Context: an optimization exercise on an open-source flow, tuned for a short achievable clock period and few clock cycles. The choices shown serve that exercise and are no tape-out recipe. Function was checked by simulation only, so behaviour that the tests miss may differ from the original. Power is estimated from default activity; no workload was simulated.

**flow/design.v**
```verilog
module GND(output G);
  assign G = 1'b0;
endmodule
module VCC(output P);
  assign P = 1'b1;
endmodule
module INV(input I, output O);
  assign O = ~I;
endmodule
module AND2(input I0, input I1, output O);
  assign O = I0 & I1;
endmodule
module OR2(input I0, input I1, output O);
  assign O = I0 | I1;
endmodule
module XOR2(input I0, input I1, output O);
  assign O = I0 ^ I1;
endmodule
`timescale 1ns / 1ps
module ADC32(
	input [31:0] A,
	input [31:0] B,
	input C0,
	output [32:0] S
    );
	assign S = A + B + C0;
endmodule
`timescale 1ns / 1ps
module xor32(
input [31:0]A,
input [31:0]B,
output [31:0]res 
    );
assign res = A^B;
endmodule
`timescale 1ns / 1ps
module nor32(
input [31:0]A,
input [31:0]B,
output [31:0]res 
    );
assign res = ~(A|B);
endmodule
`timescale 1ns / 1ps
module srl32(
input [31:0]A,
input [31:0]B,
output [31:0]res 
    );
	 assign res = A >> 1;
endmodule
`timescale 1ns / 1ps
module or_bit_32(
	input [31:0] A,
	output o
    );
	assign o = ~|A;
endmodule
`timescale 1ns / 1ps
module   SignalExt_32 (input S, 
							  output [31:0]So 
							  ); 
			assign So = {32{S}}; 
endmodule
`timescale 1ns / 1ps
module or32(
input [31:0]A,
input [31:0]B,
output [31:0]res 
    );
assign res = A | B;
endmodule
`timescale 1ns / 1ps
module and32(
input [31:0]A,
input [31:0]B,
output [31:0]res    );
assign	 res = A & B;
endmodule
`timescale 1ns / 1ps
module mux8to1_32(
 input [31:0] x0,
 input [31:0] x1,
 input [31:0] x2,
 input [31:0] x3,
 input [31:0] x4,
 input [31:0] x5,
 input [31:0] x6,
 input [31:0] x7,
 input [2:0] sel,
 output reg [31:0] o 
    );
	always @(*)
		case(sel)
		3'h0: o = x0;
		3'h1: o = x1;
		3'h2: o = x2;
		3'h3: o = x3;
		3'h4: o = x4;
		3'h5: o = x5;
		3'h6: o = x6;
		3'h7: o = x7;
		endcase
endmodule
`timescale 1ns / 1ps
module mux4to1_5(
	input [1:0] sel,
	input [4:0] a,
	input [4:0] b,
	input [4:0] c,
	input [4:0] d,
	output reg [4:0] o
    );
	 always @(*) begin
	 case (sel)
	 2'b00: o = a;
	 2'b01: o = b;
	 2'b10: o = c;
	 2'b11: o = d;
	 endcase
	 end
endmodule
`timescale 1ns / 1ps
module mux4to1_32(
	input [1:0] sel,
	input [31:0] a,
	input [31:0] b,
	input [31:0] c,
	input [31:0] d,
	output reg [31:0] o
    );
	 always @(*) begin
	 case (sel)
	 2'b00: o = a;
	 2'b01: o = b;
	 2'b10: o = c;
	 2'b11: o = d;
	 endcase
	 end
endmodule
`timescale 1ns / 1ps
module mux2to1_32(
	input [31:0] a,
	input [31:0] b,
	input sel,
	output [31:0] o
    );
	 assign o = sel ? b : a;
endmodule
`timescale 1ns / 1ps
module Ext_32(imm_16, Imm_32);
input [15:0] imm_16;
output [31:0] Imm_32;
assign Imm_32 = {{16{imm_16[15]}}, imm_16};
endmodule
`timescale 1ns / 1ps
module Ext_32_Unsigned(imm_16,imm_32);
input [15:0] imm_16;
output [31:0] imm_32;
assign imm_32 = {{16{1'b0}}, imm_16};
endmodule
`timescale 1ns / 1ps
module PC_Minus_4(input [31:0] PC_Next, output [31:0] PC_Previous
    );
assign PC_Previous=PC_Next-32'h4;
endmodule
`timescale 1ns / 1ps
module REG32(input clk,
             input rst,
             input CE,
				 input [31:0]D,
             output reg[31:0]Q
);
  always @(posedge clk or posedge rst)
   if (rst==1) Q<=0;
   else if (CE) Q<=D;
endmodule
`timescale 1ns / 1ps
module Regs(input clk, rst, L_S,
input [4:0] R_addr_A, R_addr_B, Wt_addr,
input [31:0] Wt_data,
output [31:0] rdata_A, rdata_B
);
reg[31:0] register [1:31];  
integer i;
assign rdata_A= (R_addr_A== 0) ? 0 : register[R_addr_A]; 
assign rdata_B= (R_addr_B== 0) ? 0 : register[R_addr_B];  
always @(posedge clk or posedge rst)
begin if (rst==1) for (i=1; i<32; i=i+1) register[i] <= 0; 
else if ((Wt_addr!= 0) && (L_S == 1))
register[Wt_addr] <= Wt_data;  
end
endmodule
`timescale 1ns / 1ps
module CoPorcessor0(input clk, rst, we,
input [4:0] R_addr,Wt_addr,
input [31:0] Wt_data,
output [31:0] rdata
);
reg[31:0] register [0:31];  
integer i;
assign rdata=register[R_addr]; 
always @(posedge clk or posedge rst)
begin if (rst==1) for (i=0; i<32; i=i+1) register[i] <= 0; 
else if (we == 1)
register[Wt_addr] <= Wt_data;  
end
endmodule
`timescale 1ns / 1ps
module ctrl(input INT_KBD,
				input INT_CNT,
				input clk,
            input reset,
				input zero,
				input overflow,
				input MIO_ready,
				input [31:0] Inst_in,
				output reg MemRead,
				output reg MemWrite,
				output reg CPU_MIO,
				output reg IorD,
				output reg IRWrite,
				output reg RegWrite,
				output reg ALUSrcA,
				output reg PCWrite,
				output reg PCWriteCond,
				output reg Branch,
				output reg Unsigned,
				output reg CP0Write,
				output reg [1:0] CP0Dst,
				output reg [2:0] Cause,
				output reg [2:0] DatatoCP0,
				output reg [1:0] RegDst,
				output reg [2:0] MemtoReg,
				output reg [1:0] ALUSrcB,
				output reg [1:0] CP0Src,
				output reg [2:0] PCSource,
				output reg [2:0] ALU_operation,
				output reg [4:0] state_out,
				output reg Intr,
				output reg Int_status
    );
	 parameter IF = 5'b00000, ID=5'b00001, EX_R= 5'b00010, EX_Mem=5'b00011, EX_I= 5'b00100,
    WB_Lui=5'b00101, EX_beq=5'b00110, EX_bne= 5'b00111, EX_jr= 5'b01000, EX_jal=5'b01001,
    EX_j= 5'b01010, MEM_RD=5'b01011, MEM_WD= 5'b01100, WB_R= 5'b01101, WB_I=5'b01110, WB_LW=5'b01111, 
	 CP0_RD=5'b10000,CP0_WD=5'b10001,INT_WEPC=5'b10010,INT_WCAUSE=5'b10011,INT_WSHIFT=5'b10100,INT_JHANDLER=5'b10101,INT_RET=5'b10110,Error=5'b11111;
    parameter AND=3'b000, OR=3'b001, ADD=3'b010, SUB=3'b110, NOR=3'b100, SLT=3'b111, XOR=3'b011, SRL=3'b101;
    wire [5:0] opcode;
	 wire [4:0] rs;
	 wire [5:0] funct;
	 reg INT_SYS;
	 reg INT_UNIMPL;
	 assign opcode[5:0]=Inst_in[31:26];
	 assign rs[4:0]=Inst_in[25:21];
	 assign funct[5:0]=Inst_in[5:0];
    always @ (posedge clk or posedge reset)
    if (reset==1) 
	  begin  
		{PCWrite, PCWriteCond, IorD, MemRead, MemWrite, IRWrite, MemtoReg, PCSource, ALUSrcB, ALUSrcA, RegWrite, RegDst, CPU_MIO}<=19'h4A021; {CP0Write, CP0Dst, Cause, DatatoCP0}<=9'h000; Branch<=0; Unsigned<=0; ALU_operation<=ADD; state_out<= IF; Int_status=0; INT_SYS<=0; INT_UNIMPL<=0; Intr<=1;
	  end 
    else if((INT_KBD|INT_CNT)&&state_out==IF&&Int_status==0)
	  begin
		 {PCWrite, PCWriteCond, IorD, MemRead, MemWrite, IRWrite, MemtoReg, PCSource, ALUSrcB, ALUSrcA, RegWrite, RegDst, CPU_MIO}<=19'h00000; {CP0Write, CP0Dst, Cause, DatatoCP0}<=9'h145; Branch<=0; Unsigned<=0; ALU_operation<=ADD; state_out<=INT_WEPC; Int_status=1; Intr<=1; 
	  end
	 else
     case(state_out)
      IF: begin 
		     if(MIO_ready) 
			   begin
             {PCWrite, PCWriteCond, IorD, MemRead, MemWrite, IRWrite, MemtoReg, PCSource, ALUSrcB, ALUSrcA, RegWrite, RegDst, CPU_MIO}<=19'h00060; {CP0Write, CP0Dst, Cause, DatatoCP0}<=9'h000; Branch<=0; Unsigned<=0; ALU_operation<=ADD; state_out<= ID; INT_SYS<=1'b0; INT_UNIMPL<=1'b0; Intr<=1;end
           else 
			   begin 
				 {PCWrite, PCWriteCond, IorD, MemRead, MemWrite, IRWrite, MemtoReg, PCSource, ALUSrcB, ALUSrcA, RegWrite, RegDst, CPU_MIO}<=19'h4A021; {CP0Write, CP0Dst, Cause, DatatoCP0}<=9'h000; Branch<=0; Unsigned<=0; ALU_operation<=ADD; state_out<=IF; Intr<=1;
				end
          end
      ID: begin
				   case(opcode)
					  6'h0: 
					   begin 
					    case(funct)
							6'h8: begin {PCWrite, PCWriteCond, IorD, MemRead, MemWrite, IRWrite, MemtoReg, PCSource, ALUSrcB, ALUSrcA, RegWrite, RegDst, CPU_MIO}<=19'h40010; {CP0Write, CP0Dst, Cause, DatatoCP0}<=9'h000; Branch<=0; Unsigned<=0; ALU_operation<=ADD;state_out<=EX_jr; end  
							6'hc: begin {PCWrite, PCWriteCond, IorD, MemRead, MemWrite, IRWrite, MemtoReg, PCSource, ALUSrcB, ALUSrcA, RegWrite, RegDst, CPU_MIO}<=19'h00000; {CP0Write, CP0Dst, Cause, DatatoCP0}<=9'h144; Branch<=0; Unsigned<=0; ALU_operation<=ADD;state_out<=INT_WEPC; Int_status=1;INT_SYS<=1'b1; end  
						   default:
							 begin
							 {PCWrite, PCWriteCond, IorD, MemRead, MemWrite, IRWrite, MemtoReg, PCSource, ALUSrcB, ALUSrcA, RegWrite, RegDst, CPU_MIO}<=19'h00010; {CP0Write, CP0Dst, Cause, DatatoCP0}<=9'h000; Unsigned<=0; Branch<=0; 
							   case(funct)
							    6'b100000:	 ALU_operation<= ADD; 
                         6'b100010:  ALU_operation<= SUB; 
                         6'b100100:  ALU_operation<= AND; 
                         6'b100101:  ALU_operation<= OR; 
                         6'b101010:  ALU_operation<= SLT; 
                         6'b100111:  ALU_operation<= NOR; 
                         6'b000010:  ALU_operation<= SRL; 
                         6'b010110:  ALU_operation<= XOR; 
							  endcase
							  state_out<=EX_R;    
							 end
						 endcase
						end
					  6'h23: begin
							{PCWrite, PCWriteCond, IorD, MemRead, MemWrite, IRWrite, MemtoReg, PCSource, ALUSrcB, ALUSrcA, RegWrite, RegDst, CPU_MIO}<=19'h00050; {CP0Write, CP0Dst, Cause, DatatoCP0}<=9'h000; Branch<=0; Unsigned<=0; ALU_operation<=ADD;state_out<=EX_Mem; 
								end
					  6'h2b: begin
							{PCWrite, PCWriteCond, IorD, MemRead, MemWrite, IRWrite, MemtoReg, PCSource, ALUSrcB, ALUSrcA, RegWrite, RegDst, CPU_MIO}<=19'h00050; {CP0Write, CP0Dst, Cause, DatatoCP0}<=9'h000; Branch<=0; Unsigned<=0; ALU_operation<=ADD;state_out<=EX_Mem; 
								end
					  6'h4: begin 
							{PCWrite, PCWriteCond, IorD, MemRead, MemWrite, IRWrite, MemtoReg, PCSource, ALUSrcB, ALUSrcA, RegWrite, RegDst, CPU_MIO}<=19'h20090; {CP0Write, CP0Dst, Cause, DatatoCP0}<=9'h000; Branch<=1; Unsigned<=0; ALU_operation<=SUB;state_out<=EX_beq;  
								end
					  6'h5: begin 
							{PCWrite, PCWriteCond, IorD, MemRead, MemWrite, IRWrite, MemtoReg, PCSource, ALUSrcB, ALUSrcA, RegWrite, RegDst, CPU_MIO}<=19'h20090; {CP0Write, CP0Dst, Cause, DatatoCP0}<=9'h000; Branch<=0; Unsigned<=0; ALU_operation<=SUB;state_out<=EX_bne;  
								end
					  6'h2: begin 
							{PCWrite, PCWriteCond, IorD, MemRead, MemWrite, IRWrite, MemtoReg, PCSource, ALUSrcB, ALUSrcA, RegWrite, RegDst, CPU_MIO}<=19'h40160; {CP0Write, CP0Dst, Cause, DatatoCP0}<=9'h000; Branch<=0; Unsigned<=0; ALU_operation<=ADD; state_out<=EX_j;   
								end
					  6'h3:  begin 
							{PCWrite, PCWriteCond, IorD, MemRead, MemWrite, IRWrite, MemtoReg, PCSource, ALUSrcB, ALUSrcA, RegWrite, RegDst, CPU_MIO}<=19'h40d6c; {CP0Write, CP0Dst, Cause, DatatoCP0}<=9'h000; Branch<=0; Unsigned<=0; ALU_operation<=ADD;state_out<=EX_jal;  
								end
					  6'ha: begin 
							{PCWrite, PCWriteCond, IorD, MemRead, MemWrite, IRWrite, MemtoReg, PCSource, ALUSrcB, ALUSrcA, RegWrite, RegDst, CPU_MIO}<=19'h00050; {CP0Write, CP0Dst, Cause, DatatoCP0}<=9'h000; Branch<=0; Unsigned<=0; ALU_operation<= SLT;state_out<=EX_I;    
								end
					  6'h8:  begin 
							{PCWrite, PCWriteCond, IorD, MemRead, MemWrite, IRWrite, MemtoReg, PCSource, ALUSrcB, ALUSrcA, RegWrite, RegDst, CPU_MIO}<=19'h00050; {CP0Write, CP0Dst, Cause, DatatoCP0}<=9'h000; Branch<=0; Unsigned<=0; ALU_operation<= ADD;state_out<=EX_I;    
								end
					  6'h9:  begin 
							{PCWrite, PCWriteCond, IorD, MemRead, MemWrite, IRWrite, MemtoReg, PCSource, ALUSrcB, ALUSrcA, RegWrite, RegDst, CPU_MIO}<=19'h00050; {CP0Write, CP0Dst, Cause, DatatoCP0}<=9'h000; Branch<=0; Unsigned<=1; ALU_operation<= ADD;state_out<=EX_I;    
								end
					  6'h10: case(rs)
									5'h0:begin 
										{PCWrite, PCWriteCond, IorD, MemRead, MemWrite, IRWrite, MemtoReg, PCSource, ALUSrcB, ALUSrcA, RegWrite, RegDst, CPU_MIO}<=19'h01008; {CP0Write, CP0Dst, Cause, DatatoCP0}<=9'h000; Unsigned<=0; Branch<=0; ALU_operation<= ADD;state_out<=CP0_RD;  
											end
									5'h4:begin 
										{PCWrite, PCWriteCond, IorD, MemRead, MemWrite, IRWrite, MemtoReg, PCSource, ALUSrcB, ALUSrcA, RegWrite, RegDst, CPU_MIO}<=19'h00000; {CP0Write, CP0Dst, Cause, DatatoCP0}<=9'h100; Unsigned<=0; Branch<=0; ALU_operation<= ADD;state_out<=CP0_WD;  
											end
									default:
									   case(funct)
											6'h18:begin
											{PCWrite, PCWriteCond, IorD, MemRead, MemWrite, IRWrite, MemtoReg, PCSource, ALUSrcB, ALUSrcA, RegWrite, RegDst, CPU_MIO}<=19'h40200; {CP0Write, CP0Dst, Cause, DatatoCP0}<=9'h040; Unsigned<=0; Branch<=0; ALU_operation<= ADD;state_out<=INT_RET; Intr<=0;  
													 end
											default:begin
											{PCWrite, PCWriteCond, IorD, MemRead, MemWrite, IRWrite, MemtoReg, PCSource, ALUSrcB, ALUSrcA, RegWrite, RegDst, CPU_MIO}<=19'h00000; {CP0Write, CP0Dst, Cause, DatatoCP0}<=9'h144; Branch<=0; Unsigned<=0; ALU_operation<=ADD;state_out<=INT_WEPC; INT_UNIMPL<=1'b1;
														end
										endcase							
								endcase
					  6'hc: begin 
							{PCWrite, PCWriteCond, IorD, MemRead, MemWrite, IRWrite, MemtoReg, PCSource, ALUSrcB, ALUSrcA, RegWrite, RegDst, CPU_MIO}<=19'h00050; {CP0Write, CP0Dst, Cause, DatatoCP0}<=9'h000; Branch<=0; Unsigned<=0; ALU_operation<= AND;state_out<=EX_I;    
								end
					  6'hd: begin 
							{PCWrite, PCWriteCond, IorD, MemRead, MemWrite, IRWrite, MemtoReg, PCSource, ALUSrcB, ALUSrcA, RegWrite, RegDst, CPU_MIO}<=19'h00050; {CP0Write, CP0Dst, Cause, DatatoCP0}<=9'h000; Branch<=0; Unsigned<=0; ALU_operation<= OR;state_out<=EX_I;    
								end
					  6'he: begin 
							{PCWrite, PCWriteCond, IorD, MemRead, MemWrite, IRWrite, MemtoReg, PCSource, ALUSrcB, ALUSrcA, RegWrite, RegDst, CPU_MIO}<=19'h00050; {CP0Write, CP0Dst, Cause, DatatoCP0}<=9'h000; Branch<=0; Unsigned<=0; ALU_operation<= XOR;state_out<=EX_I;    
								end
					  6'hf: begin 
							{PCWrite, PCWriteCond, IorD, MemRead, MemWrite, IRWrite, MemtoReg, PCSource, ALUSrcB, ALUSrcA, RegWrite, RegDst, CPU_MIO}<=19'h00050; {CP0Write, CP0Dst, Cause, DatatoCP0}<=9'h000; Branch<=0; Unsigned<=0; ALU_operation<= ADD;state_out<=EX_I; 
								end
					  default: state_out<=IF;  
					  endcase        						
		    end
		EX_R: begin
				   {PCWrite, PCWriteCond, IorD, MemRead, MemWrite, IRWrite, MemtoReg, PCSource, ALUSrcB, ALUSrcA, RegWrite, RegDst, CPU_MIO}<=19'h0001a; {CP0Write, CP0Dst, Cause, DatatoCP0}<=9'h000; Branch<=0; Unsigned<=0; ALU_operation<=ADD; state_out<=WB_R;
		      end
	   EX_Mem: begin
					 case(opcode)
					 6'h23:  begin 
								{PCWrite, PCWriteCond, IorD, MemRead, MemWrite, IRWrite, MemtoReg, PCSource, ALUSrcB, ALUSrcA, RegWrite, RegDst, CPU_MIO}<=19'h18051; {CP0Write, CP0Dst, Cause, DatatoCP0}<=9'h000; Branch<=0; Unsigned<=0; ALU_operation<=ADD;state_out<=MEM_RD; 
								end
					 6'h2b:  begin
								{PCWrite, PCWriteCond, IorD, MemRead, MemWrite, IRWrite, MemtoReg, PCSource, ALUSrcB, ALUSrcA, RegWrite, RegDst, CPU_MIO}<=19'h14051; {CP0Write, CP0Dst, Cause, DatatoCP0}<=9'h000; Branch<=0; Unsigned<=0; ALU_operation<=ADD;state_out<=MEM_WD; 
								end
					 endcase
					end
		EX_I: begin 
		       case(opcode)
				 6'hf:begin {PCWrite, PCWriteCond, IorD, MemRead, MemWrite, IRWrite, MemtoReg, PCSource, ALUSrcB, ALUSrcA, RegWrite, RegDst, CPU_MIO}<=19'h00868; {CP0Write, CP0Dst, Cause, DatatoCP0}<=9'h000; Branch<=0; Unsigned<=0; ALU_operation<= ADD;state_out<=WB_Lui; end
				 default:begin{PCWrite, PCWriteCond, IorD, MemRead, MemWrite, IRWrite, MemtoReg, PCSource, ALUSrcB, ALUSrcA, RegWrite, RegDst, CPU_MIO}<=19'h00058; {CP0Write, CP0Dst, Cause, DatatoCP0}<=9'h000; Branch<=0; Unsigned<=0; ALU_operation<=ADD;state_out<=WB_I; end
				 endcase
				end
	   EX_beq: begin {PCWrite, PCWriteCond, IorD, MemRead, MemWrite, IRWrite, MemtoReg, PCSource, ALUSrcB, ALUSrcA, RegWrite, RegDst, CPU_MIO}<=19'h4A021; {CP0Write, CP0Dst, Cause, DatatoCP0}<=9'h000; Branch<=0; Unsigned<=0; ALU_operation<=ADD; state_out<=IF; end
		EX_bne: begin {PCWrite, PCWriteCond, IorD, MemRead, MemWrite, IRWrite, MemtoReg, PCSource, ALUSrcB, ALUSrcA, RegWrite, RegDst, CPU_MIO}<=19'h4A021; {CP0Write, CP0Dst, Cause, DatatoCP0}<=9'h000; Branch<=0; Unsigned<=0; ALU_operation<=ADD; state_out<=IF; end
		EX_jr: begin {PCWrite, PCWriteCond, IorD, MemRead, MemWrite, IRWrite, MemtoReg, PCSource, ALUSrcB, ALUSrcA, RegWrite, RegDst, CPU_MIO}<=19'h4A021; {CP0Write, CP0Dst, Cause, DatatoCP0}<=9'h000; Branch<=0; Unsigned<=0; ALU_operation<=ADD; state_out<=IF; end
		EX_jal: begin {PCWrite, PCWriteCond, IorD, MemRead, MemWrite, IRWrite, MemtoReg, PCSource, ALUSrcB, ALUSrcA, RegWrite, RegDst, CPU_MIO}<=19'h4A021; {CP0Write, CP0Dst, Cause, DatatoCP0}<=9'h000; Branch<=0; Unsigned<=0; ALU_operation<=ADD; state_out<=IF; end
		EX_j: begin {PCWrite, PCWriteCond, IorD, MemRead, MemWrite, IRWrite, MemtoReg, PCSource, ALUSrcB, ALUSrcA, RegWrite, RegDst, CPU_MIO}<=19'h4A021; {CP0Write, CP0Dst, Cause, DatatoCP0}<=9'h000; Branch<=0; Unsigned<=0; ALU_operation<=ADD; state_out<=IF; end
		MEM_RD: begin {PCWrite, PCWriteCond, IorD, MemRead, MemWrite, IRWrite, MemtoReg, PCSource, ALUSrcB, ALUSrcA, RegWrite, RegDst, CPU_MIO}<=19'h00408; {CP0Write, CP0Dst, Cause, DatatoCP0}<=9'h000; Branch<=0; Unsigned<=0; ALU_operation<=ADD; state_out<=WB_LW; end 
		MEM_WD: begin {PCWrite, PCWriteCond, IorD, MemRead, MemWrite, IRWrite, MemtoReg, PCSource, ALUSrcB, ALUSrcA, RegWrite, RegDst, CPU_MIO}<=19'h4A021; {CP0Write, CP0Dst, Cause, DatatoCP0}<=9'h000; Branch<=0; Unsigned<=0; ALU_operation<=ADD; state_out<=IF; end
		CP0_RD: begin {PCWrite, PCWriteCond, IorD, MemRead, MemWrite, IRWrite, MemtoReg, PCSource, ALUSrcB, ALUSrcA, RegWrite, RegDst, CPU_MIO}<=19'h4A021; {CP0Write, CP0Dst, Cause, DatatoCP0}<=9'h000; Branch<=0; Unsigned<=0; ALU_operation<=ADD; state_out<=IF; end
		CP0_WD: begin {PCWrite, PCWriteCond, IorD, MemRead, MemWrite, IRWrite, MemtoReg, PCSource, ALUSrcB, ALUSrcA, RegWrite, RegDst, CPU_MIO}<=19'h4A021; {CP0Write, CP0Dst, Cause, DatatoCP0}<=9'h000; Branch<=0; Unsigned<=0; ALU_operation<=ADD; state_out<=IF; end
		WB_LW: begin {PCWrite, PCWriteCond, IorD, MemRead, MemWrite, IRWrite, MemtoReg, PCSource, ALUSrcB, ALUSrcA, RegWrite, RegDst, CPU_MIO}<=19'h4A021; {CP0Write, CP0Dst, Cause, DatatoCP0}<=9'h000; Branch<=0; Unsigned<=0; ALU_operation<=ADD; state_out<=IF; end
		WB_R: begin {PCWrite, PCWriteCond, IorD, MemRead, MemWrite, IRWrite, MemtoReg, PCSource, ALUSrcB, ALUSrcA, RegWrite, RegDst, CPU_MIO}<=19'h4A021; {CP0Write, CP0Dst, Cause, DatatoCP0}<=9'h000; Branch<=0; Unsigned<=0; ALU_operation<=ADD; state_out<=IF; end
		WB_I: begin {PCWrite, PCWriteCond, IorD, MemRead, MemWrite, IRWrite, MemtoReg, PCSource, ALUSrcB, ALUSrcA, RegWrite, RegDst, CPU_MIO}<=19'h4A021; {CP0Write, CP0Dst, Cause, DatatoCP0}<=9'h000; Branch<=0; Unsigned<=0; ALU_operation<=ADD; state_out<=IF; end
		WB_Lui: begin {PCWrite, PCWriteCond, IorD, MemRead, MemWrite, IRWrite, MemtoReg, PCSource, ALUSrcB, ALUSrcA, RegWrite, RegDst, CPU_MIO}<=19'h4A021; {CP0Write, CP0Dst, Cause, DatatoCP0}<=9'h000; Branch<=0; Unsigned<=0; ALU_operation<=ADD; state_out<=IF; end
		INT_WEPC: begin 
						{PCWrite, PCWriteCond, IorD, MemRead, MemWrite, IRWrite, MemtoReg, PCSource, ALUSrcB, ALUSrcA, RegWrite, RegDst, CPU_MIO}<=19'h00000; state_out<=INT_WCAUSE;
						if(INT_KBD) {CP0Write, CP0Dst, Cause, DatatoCP0}<=9'h181;
						else if(INT_CNT) {CP0Write, CP0Dst, Cause, DatatoCP0}<=9'h1a1;
						else if(INT_SYS) begin {CP0Write, CP0Dst, Cause, DatatoCP0}<=9'h189; INT_SYS<=1'b0; end 
						else if(INT_UNIMPL) begin {CP0Write, CP0Dst, Cause, DatatoCP0}<=9'h191; INT_UNIMPL<=1'b0; end
						else if(overflow) {CP0Write, CP0Dst, Cause, DatatoCP0}<=9'h199;
						else {CP0Write, CP0Dst, Cause, DatatoCP0}<=9'h000;
				    end
		INT_WCAUSE: begin {PCWrite, PCWriteCond, IorD, MemRead, MemWrite, IRWrite, MemtoReg, PCSource, ALUSrcB, ALUSrcA, RegWrite, RegDst, CPU_MIO}<=19'h00000; {CP0Write, CP0Dst, Cause, DatatoCP0}<=9'h1c1; state_out<=INT_WSHIFT;end
		INT_WSHIFT: begin {PCWrite, PCWriteCond, IorD, MemRead, MemWrite, IRWrite, MemtoReg, PCSource, ALUSrcB, ALUSrcA, RegWrite, RegDst, CPU_MIO}<=19'h40280; {CP0Write, CP0Dst, Cause, DatatoCP0}<=9'h000; state_out<=INT_JHANDLER;end
		INT_JHANDLER: begin {PCWrite, PCWriteCond, IorD, MemRead, MemWrite, IRWrite, MemtoReg, PCSource, ALUSrcB, ALUSrcA, RegWrite, RegDst, CPU_MIO}<=19'h4A021; {CP0Write, CP0Dst, Cause, DatatoCP0}<=9'h000; Branch<=0; Unsigned<=0; ALU_operation<=ADD; state_out<=IF;end
		INT_RET: begin {PCWrite, PCWriteCond, IorD, MemRead, MemWrite, IRWrite, MemtoReg, PCSource, ALUSrcB, ALUSrcA, RegWrite, RegDst, CPU_MIO}<=19'h4A021; {CP0Write, CP0Dst, Cause, DatatoCP0}<=9'h000; Branch<=0; Unsigned<=0; ALU_operation<=ADD; state_out<=IF; Int_status=0; Intr<=1;end
		Error: begin {PCWrite, PCWriteCond, IorD, MemRead, MemWrite, IRWrite, MemtoReg, PCSource, ALUSrcB, ALUSrcA, RegWrite, RegDst, CPU_MIO}<=19'h00000; {CP0Write, CP0Dst, Cause, DatatoCP0}<=9'h144; Branch<=0; Unsigned<=0; ALU_operation<=ADD;state_out<=INT_WEPC; INT_UNIMPL<=1'b1; Intr<=1; end 
		endcase
endmodule
`timescale 1ns / 1ps
module alu_MUSER_Muliti_CPU(A, 
                            ALU_operation, 
                            B, 
                            overflow, 
                            res, 
                            zero);
    input [31:0] A;
    input [2:0] ALU_operation;
    input [31:0] B;
   output overflow;
   assign overflow = 1'b0;
   output [31:0] res;
   output zero;
   wire N0;
   wire [32:0] S;
   wire [31:0] XLXN;
   wire [31:0] XLXN_11;
   wire [31:0] XLXN_19;
   wire [31:0] XLXN_21;
   wire [31:0] XLXN_22;
   wire [31:0] XLXN_28;
   wire [31:0] XLXN_30;
   wire [31:0] res_DUMMY;
   assign res[31:0] = res_DUMMY[31:0];
   ADC32  XLXI_4 (.A(A[31:0]), 
                 .B(XLXN_11[31:0]), 
                 .C0(ALU_operation[2]), 
                 .S(S[32:0]));
   xor32  XLXI_5 (.A(A[31:0]), 
                 .B(B[31:0]), 
                 .res(XLXN_28[31:0]));
   nor32  XLXI_6 (.A(A[31:0]), 
                 .B(B[31:0]), 
                 .res(XLXN[31:0]));
   srl32  XLXI_7 (.A(A[31:0]), 
                 .B(B[31:0]), 
                 .res(XLXN_30[31:0]));
   or_bit_32  XLXI_8 (.A(res_DUMMY[31:0]), 
                     .o(zero));
   xor32  XLXI_9 (.A(XLXN_19[31:0]), 
                 .B(B[31:0]), 
                 .res(XLXN_11[31:0]));
   SignalExt_32  XLXI_10 (.S(ALU_operation[2]), 
                         .So(XLXN_19[31:0]));
   or32  XLXI_18 (.A(A[31:0]), 
                 .B(B[31:0]), 
                 .res(XLXN_22[31:0]));
   and32  XLXI_19 (.A(A[31:0]), 
                  .B(B[31:0]), 
                  .res(XLXN_21[31:0]));
   mux8to1_32  XLXI_20 (.sel(ALU_operation[2:0]), 
                       .x0(XLXN_21[31:0]), 
                       .x1(XLXN_22[31:0]), 
                       .x2(S[31:0]), 
                       .x3(XLXN_28[31:0]), 
                       .x4(XLXN[31:0]), 
                       .x5(XLXN_30[31:0]), 
                       .x6(S[31:0]), 
                       .x7({N0, N0, N0, N0, N0, N0, N0, N0, N0, N0, N0, N0, N0, 
         N0, N0, N0, N0, N0, N0, N0, N0, N0, N0, N0, N0, N0, N0, N0, N0, N0, 
         N0, S[32]}), 
                       .o(res_DUMMY[31:0]));
   GND  XLXI_21 (.G(N0));
endmodule
`timescale 1ns / 1ps
module Data_path_MUSER_Muliti_CPU(ALUSrcA, 
                                  ALUSrcB, 
                                  ALU_operation, 
                                  Branch, 
                                  Cause, 
                                  clk, 
                                  CP0Dst, 
                                  CP0Write, 
                                  DatatoCP0, 
                                  data2CPU, 
                                  IorD, 
                                  IRWrite, 
                                  MemtoReg, 
                                  MIO_ready, 
                                  PCSource, 
                                  PCWrite, 
                                  PCWriteCond, 
                                  RegDst, 
                                  RegWrite, 
                                  reset, 
                                  Unsigned, 
                                  data_out, 
                                  Inst, 
                                  M_addr, 
                                  overflow, 
                                  PC_Current, 
                                  zero);
    input ALUSrcA;
    input [1:0] ALUSrcB;
    input [2:0] ALU_operation;
    input Branch;
    input [2:0] Cause;
    input clk;
    input [1:0] CP0Dst;
    input CP0Write;
    input [2:0] DatatoCP0;
    input [31:0] data2CPU;
    input IorD;
    input IRWrite;
    input [2:0] MemtoReg;
    input MIO_ready;
    input [2:0] PCSource;
    input PCWrite;
    input PCWriteCond;
    input [1:0] RegDst;
    input RegWrite;
    input reset;
    input Unsigned;
   output [31:0] data_out;
   output [31:0] Inst;
   output [31:0] M_addr;
   output overflow;
   output [31:0] PC_Current;
   output zero;
   wire [31:0] ALU_Out;
   wire [4:0] CP0_addr;
   wire [31:0] CP0_out;
   wire [31:0] CP0_WData;
   wire [31:0] Data_in;
   wire [31:0] Imm_32;
   wire N0;
   wire [31:0] PC_Previous;
   wire V5;
   wire [4:0] Wt_addr;
   wire [31:0] Wt_data;
   wire [31:0] XLXN_41;
   wire [31:0] XLXN_42;
   wire [31:0] XLXN_48;
   wire [31:0] XLXN_49;
   wire XLXN_56;
   wire XLXN_61;
   wire XLXN_62;
   wire XLXN_65;
   wire XLXN_70;
   wire [31:0] XLXN_75;
   wire [31:0] XLXN_103;
   wire [31:0] XLXN_104;
   wire [31:0] PC_Current_DUMMY;
   wire zero_DUMMY;
   wire [31:0] Inst_DUMMY;
   wire [31:0] data_out_DUMMY;
   assign data_out[31:0] = data_out_DUMMY[31:0];
   assign Inst[31:0] = Inst_DUMMY[31:0];
   assign PC_Current[31:0] = PC_Current_DUMMY[31:0];
   assign zero = zero_DUMMY;
   REG32  ALUOut (.CE(V5), 
                 .clk(clk), 
                 .D(XLXN_42[31:0]), 
                 .rst(N0), 
                 .Q(ALU_Out[31:0]));
   Ext_32  EXT (.imm_16(Inst_DUMMY[15:0]), 
               .Imm_32(XLXN_104[31:0]));
   REG32  IR (.CE(IRWrite), 
             .clk(clk), 
             .D(data2CPU[31:0]), 
             .rst(N0), 
             .Q(Inst_DUMMY[31:0]));
   REG32  MDR (.CE(V5), 
              .clk(clk), 
              .D(data2CPU[31:0]), 
              .rst(N0), 
              .Q(Data_in[31:0]));
   mux4to1_5  mux2 (.a(Inst_DUMMY[20:16]), 
                   .b(Inst_DUMMY[15:11]), 
                   .c({V5, V5, V5, V5, V5}), 
                   .d({N0, N0, N0, N0, N0}), 
                   .sel(RegDst[1:0]), 
                   .o(Wt_addr[4:0]));
   mux4to1_32  mux3 (.a(data_out_DUMMY[31:0]), 
                    .b({N0, N0, N0, N0, N0, N0, N0, N0, N0, N0, N0, N0, N0, N0, 
         N0, N0, N0, N0, N0, N0, N0, N0, N0, N0, N0, N0, N0, N0, N0, V5, N0, 
         N0}), 
                    .c(Imm_32[31:0]), 
                    .d({Imm_32[29:0], N0, N0}), 
                    .sel(ALUSrcB[1:0]), 
                    .o(XLXN_41[31:0]));
   mux2to1_32  mux4 (.a(PC_Current_DUMMY[31:0]), 
                    .b(XLXN_48[31:0]), 
                    .sel(ALUSrcA), 
                    .o(XLXN_49[31:0]));
   mux2to1_32  mux6 (.a(PC_Current_DUMMY[31:0]), 
                    .b(ALU_Out[31:0]), 
                    .sel(IorD), 
                    .o(M_addr[31:0]));
   REG32  PC (.CE(XLXN_70), 
             .clk(clk), 
             .D(XLXN_75[31:0]), 
             .rst(reset), 
             .Q(PC_Current_DUMMY[31:0]));
   alu_MUSER_Muliti_CPU  U1 (.A(XLXN_49[31:0]), 
                            .ALU_operation(ALU_operation[2:0]), 
                            .B(XLXN_41[31:0]), 
                            .overflow(overflow), 
                            .res(XLXN_42[31:0]), 
                            .zero(zero_DUMMY));
   Regs  U2 (.clk(clk), 
            .L_S(RegWrite), 
            .rst(reset), 
            .R_addr_A(Inst_DUMMY[25:21]), 
            .R_addr_B(Inst_DUMMY[20:16]), 
            .Wt_addr(Wt_addr[4:0]), 
            .Wt_data(Wt_data[31:0]), 
            .rdata_A(XLXN_48[31:0]), 
            .rdata_B(data_out_DUMMY[31:0]));
   XOR2  XLXI_21 (.I0(zero_DUMMY), 
                 .I1(Branch), 
                 .O(XLXN_56));
   INV  XLXI_22 (.I(XLXN_56), 
                .O(XLXN_61));
   AND2  XLXI_23 (.I0(XLXN_61), 
                 .I1(PCWriteCond), 
                 .O(XLXN_62));
   OR2  XLXI_24 (.I0(XLXN_62), 
                .I1(PCWrite), 
                .O(XLXN_65));
   AND2  XLXI_25 (.I0(XLXN_65), 
                 .I1(MIO_ready), 
                 .O(XLXN_70));
   GND  XLXI_26 (.G(N0));
   VCC  XLXI_27 (.P(V5));
   Ext_32_Unsigned  XLXI_29 (.imm_16(Inst_DUMMY[15:0]), 
                            .imm_32(XLXN_103[31:0]));
   mux2to1_32  XLXI_30 (.a(XLXN_104[31:0]), 
                       .b(XLXN_103[31:0]), 
                       .sel(Unsigned), 
                       .o(Imm_32[31:0]));
   mux8to1_32  XLXI_33 (.sel(MemtoReg[2:0]), 
                       .x0(ALU_Out[31:0]), 
                       .x1(Data_in[31:0]), 
                       .x2({Inst_DUMMY[15:0], N0, N0, N0, N0, N0, N0, N0, N0, 
         N0, N0, N0, N0, N0, N0, N0, N0}), 
                       .x3(PC_Current_DUMMY[31:0]), 
                       .x4(CP0_out[31:0]), 
                       .x5(32'h0),
                       .x6(32'h0),
                       .x7(32'h0),
                       .o(Wt_data[31:0]));
   mux8to1_32  XLXI_35 (.sel(PCSource[2:0]), 
                       .x0(XLXN_42[31:0]), 
                       .x1(ALU_Out[31:0]), 
                       .x2({PC_Current_DUMMY[31:28], Inst_DUMMY[25:0], N0, 
         N0}), 
                       .x3(ALU_Out[31:0]), 
                       .x4(CP0_out[31:0]), 
                       .x5({N0, N0, N0, N0, N0, N0, N0, N0, N0, N0, N0, N0, N0, 
         N0, N0, N0, N0, N0, N0, N0, N0, N0, N0, N0, N0, N0, V5, N0, V5, N0, 
         N0, N0}), 
                       .x6(32'h0),
                       .x7(32'h0),
                       .o(XLXN_75[31:0]));
   mux4to1_5  XLXI_42 (.a(Inst_DUMMY[15:11]), 
                      .b({N0, V5, V5, N0, N0}), 
                      .c({N0, V5, V5, N0, V5}), 
                      .d({N0, V5, V5, V5, N0}), 
                      .sel(CP0Dst[1:0]), 
                      .o(CP0_addr[4:0]));
   CoPorcessor0  XLXI_57 (.clk(clk), 
                         .rst(reset), 
                         .R_addr(CP0_addr[4:0]), 
                         .we(CP0Write), 
                         .Wt_addr(CP0_addr[4:0]), 
                         .Wt_data(CP0_WData[31:0]), 
                         .rdata(CP0_out[31:0]));
   mux8to1_32  XLXI_61 (.sel(DatatoCP0[2:0]), 
                       .x0(data_out_DUMMY[31:0]), 
                       .x1({N0, N0, N0, N0, N0, N0, N0, N0, N0, N0, N0, N0, N0, 
         N0, N0, N0, N0, N0, N0, N0, N0, N0, N0, N0, N0, N0, N0, N0, N0, 
         Cause[2:0]}), 
                       .x2({CP0_out[31:1], V5}), 
                       .x3({N0, N0, N0, N0, CP0_out[31:4]}), 
                       .x4(PC_Current_DUMMY[31:0]), 
                       .x5(PC_Previous[31:0]), 
                       .x6(32'h0),
                       .x7(32'h0),
                       .o(CP0_WData[31:0]));
   PC_Minus_4  XLXI_62 (.PC_Next(PC_Current_DUMMY[31:0]), 
                       .PC_Previous(PC_Previous[31:0]));
endmodule
`timescale 1ns / 1ps
module Muliti_CPU(clk, 
                  Data_in, 
                  INT_CNT, 
                  INT_KBD, 
                  MIO_ready, 
                  reset, 
                  Addr_out, 
                  CPU_MIO, 
                  Data_out, 
                  inst_out, 
                  Intr, 
                  INT_STATE, 
                  mem_w, 
                  PC_out, 
                  state);
    input clk;
    input [31:0] Data_in;
    input INT_CNT;
    input INT_KBD;
    input MIO_ready;
    input reset;
   output [31:0] Addr_out;
   output CPU_MIO;
   output [31:0] Data_out;
   output [31:0] inst_out;
   output Intr;
   output INT_STATE;
   output mem_w;
   output [31:0] PC_out;
   output [4:0] state;
   wire ALUSrcA;
   wire [1:0] ALUSrcB;
   wire [2:0] ALU_operation;
   wire Branch;
   wire [2:0] Cause;
   wire [1:0] CP0Dst;
   wire CP0Write;
   wire [2:0] DatatoCP0;
   wire IorD;
   wire IRWrite;
   wire MemRead;
   wire [2:0] MemtoReg;
   wire MemWrite;
   wire neg_MemRead;
   wire overflow;
   wire PCWrite;
   wire PCWriteCond;
   wire [2:0] PC_Source;
   wire [1:0] RegDst;
   wire RegWrite;
   wire Unsigned;
   wire zero;
   wire [31:0] inst_out_DUMMY;
   assign inst_out[31:0] = inst_out_DUMMY[31:0];
   ctrl  U1_1 (.clk(clk), 
              .Inst_in(inst_out_DUMMY[31:0]), 
              .INT_CNT(INT_CNT), 
              .INT_KBD(INT_KBD), 
              .MIO_ready(MIO_ready), 
              .overflow(overflow), 
              .reset(reset), 
              .zero(zero), 
              .ALUSrcA(ALUSrcA), 
              .ALUSrcB(ALUSrcB[1:0]), 
              .ALU_operation(ALU_operation[2:0]), 
              .Branch(Branch), 
              .Cause(Cause[2:0]), 
              .CPU_MIO(CPU_MIO), 
              .CP0Dst(CP0Dst[1:0]), 
              .CP0Write(CP0Write), 
              .DatatoCP0(DatatoCP0[2:0]), 
              .Intr(Intr), 
              .Int_status(INT_STATE), 
              .IorD(IorD), 
              .IRWrite(IRWrite), 
              .MemRead(MemRead), 
              .MemtoReg(MemtoReg[2:0]), 
              .MemWrite(MemWrite), 
              .PCSource(PC_Source[2:0]), 
              .PCWrite(PCWrite), 
              .PCWriteCond(PCWriteCond), 
              .RegDst(RegDst[1:0]), 
              .RegWrite(RegWrite), 
              .state_out(state[4:0]), 
              .Unsigned(Unsigned));
   Data_path_MUSER_Muliti_CPU  U1_2 (.ALUSrcA(ALUSrcA), 
                   .ALUSrcB(ALUSrcB[1:0]), 
                   .ALU_operation(ALU_operation[2:0]), 
                   .Branch(Branch), 
                   .Cause(Cause[2:0]), 
                   .clk(clk), 
                   .CP0Dst(CP0Dst[1:0]), 
                   .CP0Write(CP0Write), 
                   .DatatoCP0(DatatoCP0[2:0]), 
                   .data2CPU(Data_in[31:0]), 
                   .IorD(IorD), 
                   .IRWrite(IRWrite), 
                   .MemtoReg(MemtoReg[2:0]), 
                   .MIO_ready(MIO_ready), 
                   .PCSource(PC_Source[2:0]), 
                   .PCWrite(PCWrite), 
                   .PCWriteCond(PCWriteCond), 
                   .RegDst(RegDst[1:0]), 
                   .RegWrite(RegWrite), 
                   .reset(reset), 
                   .Unsigned(Unsigned), 
                   .data_out(Data_out[31:0]), 
                   .Inst(inst_out_DUMMY[31:0]), 
                   .M_addr(Addr_out[31:0]), 
                   .overflow(overflow), 
                   .PC_Current(PC_out[31:0]), 
                   .zero(zero));
   INV  XLXI_4 (.I(MemRead), 
               .O(neg_MemRead));
   AND2  XLXI_5 (.I0(MemWrite), 
                .I1(neg_MemRead), 
                .O(mem_w));
endmodule
`timescale 1ns / 1ps
module zpc_mips(
    input         clk,
    input         reset,
    input  [31:0] Data_in,
    input         INT_KBD,
    input         INT_CNT,
    output [31:0] Addr_out,
    output [31:0] Data_out,
    output        mem_w
);
  wire [31:0] pc_unused;
  wire [31:0] inst_unused;
  wire [4:0]  state_unused;
  wire        mio_unused;
  wire        intr_unused;
  wire        ints_unused;
  Muliti_CPU core (
    .clk(clk),
    .Data_in(Data_in),
    .INT_CNT(INT_CNT),
    .INT_KBD(INT_KBD),
    .MIO_ready(1'b1),
    .reset(reset),
    .Addr_out(Addr_out),
    .CPU_MIO(mio_unused),
    .Data_out(Data_out),
    .inst_out(inst_unused),
    .Intr(intr_unused),
    .INT_STATE(ints_unused),
    .mem_w(mem_w),
    .PC_out(pc_unused),
    .state(state_unused)
  );
endmodule
```
**flow/run.sh**
```bash
#!/bin/bash
# synth_recipe.tcl (not shown) runs the flow's synth.tcl, then flattens the netlist and writes it again
# the make line also repeats each setting of config.mk as NAME=value (left out here)
make -C /OpenROAD-flow-scripts/flow DESIGN_CONFIG=/design/flow/config.mk WORK_HOME=/design/flow/orfs CLKGATE_MAP_FILE= SYNTH_SCRIPT=/design/flow/synth_recipe.tcl finish
```
**flow/constraint.sdc**
```tcl
create_clock -name core_clock -period 11.0 [get_ports {clk}]
set_input_delay 2.2000 -clock core_clock [delete_from_list [all_inputs] [get_ports {clk}]]
set_output_delay 2.2000 -clock core_clock [all_outputs]
set_load 0.01 [all_outputs]
```
**flow/config.mk**
```make
export PLATFORM = sky130hd
export DESIGN_NAME = zpc_mips
export DESIGN_NICKNAME = zpc_mips
export VERILOG_FILES = /design/flow/design.v
export SDC_FILE = /design/flow/constraint.sdc
export NUM_CORES = 4
export LEC_CHECK = 0
export CAP_MARGIN = 20
export CORE_MARGIN = 2
export CORE_UTILIZATION = 40
export SLEW_MARGIN = 20
```
==> key figures <==
Status
  – Run status: no timing/DRC/antenna violations

Routing
  – Antenna violation net count after detailed routing: 0
  – Post-Route WL: 569000 um
  – Drt via density: 6.83
  – DRT Pass-1 Iters: 10
  – Total number of vias: 98558
  – Wire length per cell after detailed routing: 39.4 um
  – First DRT Iteration DRCs: 14243
  – # DRC: 0

Timing
  – Slack of the critical path: 489 ps
  – Final critical-path share of the clock period: 95.6%
  – Maximum operating frequency: between 90 and 100 MHz
  – Number of endpoints failing setup at the final stage: 0
  – Min Clock Period, post-route: 10510 ps
  – Max-slew violation count: 0
  – Total count of hold-check failures in the final report: 0
  – Max-slew headroom: 14.1%
  – Post-Route Skew: 66.3 ps
  – Pin slew with the least headroom to its limit: 1280 ps
  – Accumulated negative setup slack: 0 ps
  – Final hold slack: 477 ps
  – Unrepaired setup endpoints after global routing: false

Global route
  – Total overflow reported by the global router: 0
  – Number of antenna violations at the first check in global routing: 32
  – GRT Util Overall: 40.7%
  – Via count of the first global-routing pass: around 94000
  – Global-route wire length before repair: 780000 um
  – Largest net degree at the start of global routing: 170

Worst setup path
  – Most common cell on crit path: sky130_fd_sc_hd__a21oi_1
  – Data arrival time of the critical path: 11320 ps
  – Max FO, Critical Path: 25
  – Type of the worst setup path: register to register
  – Critical path capture point type: register
  – Max stage delay on crit path: between 900 and 1000 ps
  – Crit path launch type: register
  – Required time of the worst setup path: 11810 ps
  – Worst-path cell with the longest stage delay: sky130_fd_sc_hd__edfxtp_1

Logic synthesis
  – Syn. warnings: 9
  – Number of distinct library cell variants in the gate-level netlist after synthesis: 115
  – Post-synthesis instance area: 108000 sq um
  – Most common library cells after synthesis: sky130_fd_sc_hd__dfrtp_1, sky130_fd_sc_hd__nand2_1, sky130_fd_sc_hd__o21ai_0
  – Cell with the most instances after synthesis: sky130_fd_sc_hd__dfrtp_1
  – Most used flip-flop cell after synthesis: sky130_fd_sc_hd__dfrtp_1
  – Synthesized netlist cell count: 10867
  – FFs w/ async S/R, synth: 95.6%
  – Share of synthesized area occupied by flip-flops and latches: a little over 50%
  – Count of flip-flops with a built-in enable after synthesis: 32
  – Number of register bits inferred by synthesis: 2183
  – Average size of a mapped cell: ~9.9 sq um
  – Cell type with the largest total area after synthesis: sky130_fd_sc_hd__dfrtp_1
  – Top-area cell type share of the netlist area: 48.4%
  – Post-Syn Nets: 11000
  – Synth area leaders: sky130_fd_sc_hd__dfrtp_1, sky130_fd_sc_hd__mux2_2, sky130_fd_sc_hd__nand2_1

Die
  – I/O pin count: approximately 100
  – Core area: roughly 270000 sq um
  – Overall die height: 523 um
  – Area enclosed by the die boundary: 273000 sq um
  – Number of rows in the core area: 190
  – Initial core utilization: 40.2%
  – Die width: approximately 520 um

Finish
  – Util after Layout: 45.7%
  – Count of placed standard cells in the final layout, fillers left out: 14421
  – Layout-stage area growth over the synthesis result: 13.7%
  – Fraction of layout cells with a size suffix above 1: a little under a fifth
  – Layout Nets: 10783
  – Layout fillers: 25022

Run
  – Number of max-capacitance violations reported: 0

Clock tree
  – Quantity of hold-fixing buffers added after cts: 0
  – Number of clock buffers inserted by TritonCTS: ~240
  – Clk Latency, worst-skew pair: 970 ps
  – Post-cts resize count: 0
  – Number of sinks on the clock net: 2183
  – H-tree level count: 4
  – Clk pin slew, worst setup/hold paths: 70 ps
  – Clock tree from TritonCTS: yes
  – Maximum buffer depth of the clock tree: 4
  – Root buffer cell: sky130_fd_sc_hd__clkbuf_16
  – Postcts setup bufs: 0

Power and ir drop
  – Total power divided by cell area: 291 nW/um^2
  – Static power due to leakage: between 0.05 and 0.06 uW
  – Worst voltage drop across the vdd grid: 0.204 mV

Placement
  – Placement-stage worst setup slack: 1130 ps
  – Count of input and output buffers: 100
  – Cell Count Post-Placement: 13955
  – Routability congestion estimate: 1.06
  – Post-detail-place hpwl: 367000 um

Hold path
  – Worst hold-check path type: register to register
## worst max-delay path, delay by kind of cell, from the launching register on
family                     cells  cell delay (ps)
muxes                          1              360
AOI/OAI and AO/OA             11             3700
DFF                            1              920
xor gates and xnor gates       1              250
and+or+nand+nor               10             3440
buffers and inverters          4             1230
adders and majority gates      1              420
## placed cells by master, fill, tap and decap left out, types with 32 or more instances in the layout
master                            synthesis  final
sky130_fd_sc_hd__buf_4                    9    430
sky130_fd_sc_hd__a222oi_1               106    106
sky130_fd_sc_hd__a31oi_1                 46     46
sky130_fd_sc_hd__clkbuf_8                 0     55
sky130_fd_sc_hd__a21oi_1                433    411
sky130_fd_sc_hd__nand2_1               1674   1624
sky130_fd_sc_hd__nor2_4                   1     77
sky130_fd_sc_hd__nor3_1                 117    108
sky130_fd_sc_hd__mux2i_1                110    110
sky130_fd_sc_hd__nor2_1                 381    279
sky130_fd_sc_hd__a211oi_1                36     35
sky130_fd_sc_hd__o31ai_1                125    124
sky130_fd_sc_hd__clkinv_2                 0     44
sky130_fd_sc_hd__a221oi_1               236    236
sky130_fd_sc_hd__o21ai_0               1247   1243
sky130_fd_sc_hd__and3_1                 112    112
sky130_fd_sc_hd__a2111oi_0               36     36
sky130_fd_sc_hd__inv_1                  137    136
sky130_fd_sc_hd__xnor2_1                 56     56
sky130_fd_sc_hd__dfrtp_1               2082   2076
sky130_fd_sc_hd__a21o_1                  34     34
sky130_fd_sc_hd__nand3_1                186    186
sky130_fd_sc_hd__ha_1                    96     96
sky130_fd_sc_hd__dfxtp_1                 64     64
sky130_fd_sc_hd__clkbuf_16                0    243
sky130_fd_sc_hd__o22ai_1                 53     52
sky130_fd_sc_hd__a22o_1                 198    198
sky130_fd_sc_hd__a22oi_1                633    605
sky130_fd_sc_hd__edfxtp_1                32     32
sky130_fd_sc_hd__mux2_2                 895    895
sky130_fd_sc_hd__nand2_2                  2     50
sky130_fd_sc_hd__clkdlybuf4s50_1          0    100
sky130_fd_sc_hd__nor4_1                  47     42
sky130_fd_sc_hd__clkbuf_1               899     44
sky130_fd_sc_hd__nand4_1                195    195
## power by group
group | leakage (uW) | internal, uW | switching, uW
sequential | 0.0292 | 9840 | 2300
combinational | 0.0200 | 4420 | 10400
clock | 0.00407 | 5030 | 3570
total | 0.0533 | 19300 | 16300
## kinds of logic (layout without fill, tap and decap cells)
kind of cell,Yosys count,after routing,share of synthesized area (%)
buffers and inverters,1166,1144,4.24
AO/OA/AOI/OAI,3409,3409,20.8
other,0,24,0
adder cells (fa/ha/maj),98,98,1.14
flip-flops,2183,2183,50.6
XOR/XNOR,75,75,0.610
multiplexers,1018,1018,10.5
AND/OR/NAND/NOR,2918,2918,12.1
## layout make-up
cell class                      count  area (sq um)  area share, %
Tap cell                         3552          4440           3.63
Antenna cell                       24          60.1         0.0491
Clock buffer                      342          7000           5.72
Inverter                          146           552          0.451
Clock inverter                     97          1290           1.06
Sequential cell                  2183         54500           44.5
Timing Repair Buffer              559          4770           3.90
Multi-Input combinational cell   7518         49800           40.7
## path summary, 6_finish.rpt
kind | from | end | slack [ps] | cells past startpoint
worst min register to register | core.U1_2.XLXI_57.register[0][1] | core.U1_2.XLXI_57.register[0][1] | 480 | 2
max in group asynchronous | reset | core.U1_2.XLXI_57.register[20][3] | 6760 | 5
worst max register to register | core.U1_2.IR.Q[18] | core.U1_2.PC.Q[16] | 490 | 28
min in group asynchronous | reset | core.U1_1.state_out[4] | 1600 | 2
worst min-delay path | core.U1_2.XLXI_57.register[0][1] | core.U1_2.XLXI_57.register[0][1] | 480 | 2
worst max-delay path | core.U1_2.IR.Q[18] | core.U1_2.PC.Q[16] | 490 | 28
## metal layers
metal  global-route usage (%)  vias up  part of all wire [%]
li1                         -    39464                     -
met5                        0        -                 0.029
met4                     32.9       20                    10
met1                     48.7    49225                    36
met2                     60.5     7282                    43
met3                     12.6     2567                    11
## through the flow
step           power, uW  instance area [sq um]
6_report           35600                 122000
5_1_grt            36400                 122000
4_1_cts            34800                 122000
3_5_place_dp       26200                 114000
3_3_place_gp       26200                 114000
2_1_floorplan      18800                 108000
## sequential cells by signal, summed over array words and instances (netlist names), 2 cells and up
register / count
core.U1_1.RegDst: 2
core.U1_2.U2.register: 992
core.U1_2.ALUOut.Q: 32
core.U1_1.ALUSrcB: 2
core.U1_2.PC.Q: 32
core.U1_1.DatatoCP0: 2
core.U1_1.Cause: 3
core.U1_1.PCSource: 3
core.U1_2.MDR.Q: 32
core.U1_1.CP0Dst: 2
core.U1_2.IR.Q: 32
core.U1_1.state_out: 5
core.U1_2.XLXI_57.register: 1024
core.U1_1.ALU_operation: 3
core.U1_1.MemtoReg: 3
Testbench counts, summed over its fixed seeds: cycles 98,509.

[static timing again, ports no longer ideal]
No port has a modelled driver above. Below, the same layout with a new extraction and two added sets of constraints.
Step 1 (the two cells are an assumption about what drives the block):
set clk [get_ports {clk}]
set_driving_cell -lib_cell sky130_fd_sc_hd__clkbuf_16 $clk
set_driving_cell -lib_cell sky130_fd_sc_hd__buf_2 [delete_from_list [all_inputs] $clk]
Step 2 times the ports against the registers' clock, not the clock port: input delays grow and output delays shrink by t, the midpoint of the rising clock arrivals with the driver on.
a / b / c = ideal ports / drivers / drivers and shift; a / b = the first two.
t (ns): 1.047
slack for setup (ns): 0.489 / 0.489 / 0.489
worst register clock-pin slew, ns: 0.08 / 0.08
worst slew at a driven data input, ns: 0.05
After both steps setup and hold are still met in this run. For this run, drivers alone change the setup slack by 0.000 ns; drivers and shift together by 0.000 ns.
